What follows belongs to an exercise in optimizing a design on an open flow for small area; a production flow would make more cautious choices. Function was checked by simulation only, so behaviour that the tests miss may differ from the original. Power figures rest on the tool's default switching activity, not on a simulated workload.

garnet:
// top
module top(
    input          clk     ,
    input          rst_n   ,
    output         trig    ,
    input          echo    ,
    output [3:0]   sel     ,
    output [7:0]   seg     ,
    output [2:0]   led     ,
    input          key     ,
    output [3:0]   sel_1   ,
    output [7:0]   seg_1
    );
Size in the first run: about 8500 um2 of cells after synthesis.
Settings: LEC_CHECK=0, CAP_MARGIN=20, CORE_MARGIN=2, CORE_UTILIZATION=85, PLACE_DENSITY=0.95, SLEW_MARGIN=20; clock period 120.0 ns.
standard.sh (not shown) runs the stock make flow with config.mk's settings and CLKGATE_MAP_FILE= SYNTH_SCRIPT=/design/flow/synth_recipe.tcl, a recipe that flattens the netlist after the stock synthesis.
==> flow/flow/run.sh <==
#!/bin/bash
# Own layout flow: the standard flow with three changes.
#  - Synthesis: the same yosys script as the standard flow's, except that the logic is
#    mapped by an area-only ABC script (area.abc), without yosys's adder
#    extraction and without the Kogge-Stone carry map. It runs for several
#    ABC seeds and keeps the smallest netlist whose registers (names and cell
#    types) equal those of the standard synthesis, which runs first; if none
#    does, the standard synthesis is used.
#  - Clock tree: clkbuf_8 buffers only, no dummy loads.
#  - Port buffers: buf_1.
# Each tool's output goes to a log file in the work folder.
set -euo pipefail
W=$PWD
F=$W/flow
R=$W/orfs/results/$FLOW_PLATFORM/top/base
RB=results/$FLOW_PLATFORM/top/base
NS=6

bash standard.sh synth > std_synth.log 2>&1
cp $R/1_2_yosys.v std_1_2_yosys.v

# 2. own synthesis
EXTRA="CTS_ARGS='-sink_clustering_enable -repair_clock_nets -buf_list sky130_fd_sc_hd__clkbuf_4 -dont_use_dummy_load'"
EXTRA="$EXTRA BUFFER_PORTS_ARGS='-buffer_cell sky130_fd_sc_hd__buf_1'"
sed "s#SYNTH_SCRIPT=[^ ]*#SYNTH_SCRIPT=$F/my_synth.tcl ADDER_MAP_FILE= SYNTH_OPERATIONS_ARGS=-noshare $EXTRA#" standard.sh > my_standard.sh
bash $F/mksynth.sh $W/synth_mod.tcl
export MY_SYNTH_TCL=$W/synth_mod.tcl
for i in $(seq 1 $NS); do
    sed "s/-S 1\b/-S $i/" $F/area.abc > $W/area_$i.abc
    sed "s#WORK_HOME=[^ ]*#WORK_HOME=$W/try$i#" my_standard.sh > try_$i.sh
    (MY_ABC_SCRIPT=$W/area_$i.abc bash try_$i.sh synth > try_$i.log 2>&1 || true) &
done
wait
best=""
bestarea=""
: > flops_check.log
for i in $(seq 1 $NS); do
    f=$W/try$i/$RB/1_2_yosys.v
    st=$W/try$i/reports/$FLOW_PLATFORM/top/base/synth_stat.txt
    [[ -f $f && -f $st ]] || continue
    python3 $F/flops.py std_1_2_yosys.v $f >> flops_check.log 2>&1 || continue
    a=$(grep "Chip area" $st | awk '{print $NF}')
    echo "try $i: area $a" >> flops_check.log
    if [[ -z $best ]] || python3 -c "import sys; sys.exit(0 if $a < $bestarea else 1)"; then
        best=$i
        bestarea=$a
    fi
done
if [[ -n $best ]]; then
    cp $W/try$best/$RB/1_2_yosys.v $R/1_2_yosys.v
    echo "own synthesis used: try $best, area $bestarea" >> flops_check.log
else
    cp std_1_2_yosys.v $R/1_2_yosys.v
    echo "standard synthesis used" >> flops_check.log
fi
rm -f $R/1_synth.odb $R/1_synth.sdc
touch $R/1_2_yosys.v
bash standard.sh synth > odb_synth.log 2>&1

# 3. the rest of the flow
bash my_standard.sh > my_flow.log 2>&1
Other scripts of this flow, unchanged in this note and not shown: flow/flow/area.abc, flow/flow/flops.py, flow/flow/mksynth.sh, flow/flow/my_synth.tcl
garnet did not finish: a tool error stopped it during global placement without I/O (3_1_place_gp_skip_io).
> inputs changed (garnet -> ember)
- PLACE_DENSITY: 0.95 -> 0.85
- CORE_UTILIZATION: 85 -> 75
diff --git a/flow/flow/run.sh b/flow/flow/run.sh
--- a/flow/flow/run.sh
+++ b/flow/flow/run.sh
@@ -22,3 +22,3 @@
 # 2. own synthesis
-EXTRA="CTS_ARGS='-sink_clustering_enable -repair_clock_nets -buf_list sky130_fd_sc_hd__clkbuf_4 -dont_use_dummy_load'"
+EXTRA="CTS_ARGS='-sink_clustering_enable -repair_clock_nets -buf_list sky130_fd_sc_hd__clkbuf_8 -dont_use_dummy_load'"
 EXTRA="$EXTRA BUFFER_PORTS_ARGS='-buffer_cell sky130_fd_sc_hd__buf_1'"
==> notes.md <==
ember went all the way through synthesis, placement and routing and the layout is clean on timing, DRC and antenna.
Re number of nets in the synthesized netlist: no difference whatsoever between ember and garnet.
Between ember and garnet, the post-synthesis area per instance does not differ in any meaningful way.
garnet -> ember: die width increased by a few percent
Delta (ember minus garnet): synthesized area ~0 delta; number of rows created at floorplan +5.6%; vertical die dimension higher.
[compare] base=garnet new=ember: gate count after technology mapping held; effective utilization at floorplan went down 9.6 points.
## Diff of input files: xenon against ember
- CORE_UTILIZATION now 40, was 75
- PLACE_DENSITY no longer set, was 0.85
## What came out
Destination of the critical timing path: seg[3] -> xenon, seg[0] -> ember. Layout overhead on the synthesized area for xenon: 2.0 points up relative to ember. Lower routed wire length was reported by xenon, not ember. In xenon, the buffering stage count on the worst path with inverters included came out 1 above the value in ember. xenon: sequential share of layout area lower than ember. ember → xenon: worst setup skew after layout now sits higher, worst setup slack now sits higher. Reported for xenon and ember, sequential cell count turned out identical to the last digit. Changes observed in xenon relative to ember: data arrival time of the critical path went down 0.40 ns; met1 capacity usage during global routing shrank by 18 points. Compared with ember, in xenon non-clock buffer count higher; net switching power +0.47%.
Inputs modified between xenon and sierra:
- changing CORE_UTILIZATION from 40 to 60
==> comparison <==
- Re path depth of the worst reg2reg path: no difference whatsoever between xenon and sierra.
- The core of sierra is more densely filled than that of xenon.
- sierra against xenon: register share of the cell area now sits higher; power per cell area increased about 1.4%; total wirelength of the detailed-routed design level.
- When the final numbers for sierra and xenon were put side by side, the global-route usage turned out to be greater in sierra.
- In terms of share of final layout cell area taken by clock buffers and inverters, sierra and xenon differ only marginally.
- Compared sierra against xenon; total power within noise.
- Between sierra and xenon, the number of cells in the finished layout apart from fillers is higher for xenon.

## static timing again, ports no longer ideal
In the flow no input, the clock included, has a driving cell. The finished layouts below were timed again as built, in two steps.
Step 1: set_driving_cell puts a clkbuf_16 on clk and a buf_2 on each other input, an assumption about the parent block.
Step 2 moves the port delays by t, midway between the first and last clock arrival at a register: inputs arrive t later, outputs are due t later. That takes back most of the time a late clock gives input paths.
Three values: ideal, step 1, step 2; two values: the first two.
run | t (ns) | slack for setup (ns) | hold WS [ns] | clock arrival spread, ns | pins driven straight from the clock port
ember | 0.476 | 82.397 / 82.360 / 82.836 | 0.387 / 0.387 / 0.387 | 0.032 / 0.032 | 1
xenon | 0.478 | 82.800 / 82.761 / 83.238 | 0.381 / 0.381 / 0.381 | 0.038 / 0.037 | 1
sierra | 0.463 | 82.931 / 82.891 / 83.354 | 0.381 / 0.381 / 0.381 | 0.029 / 0.030 | 1
After both steps every run listed still meets setup and hold.
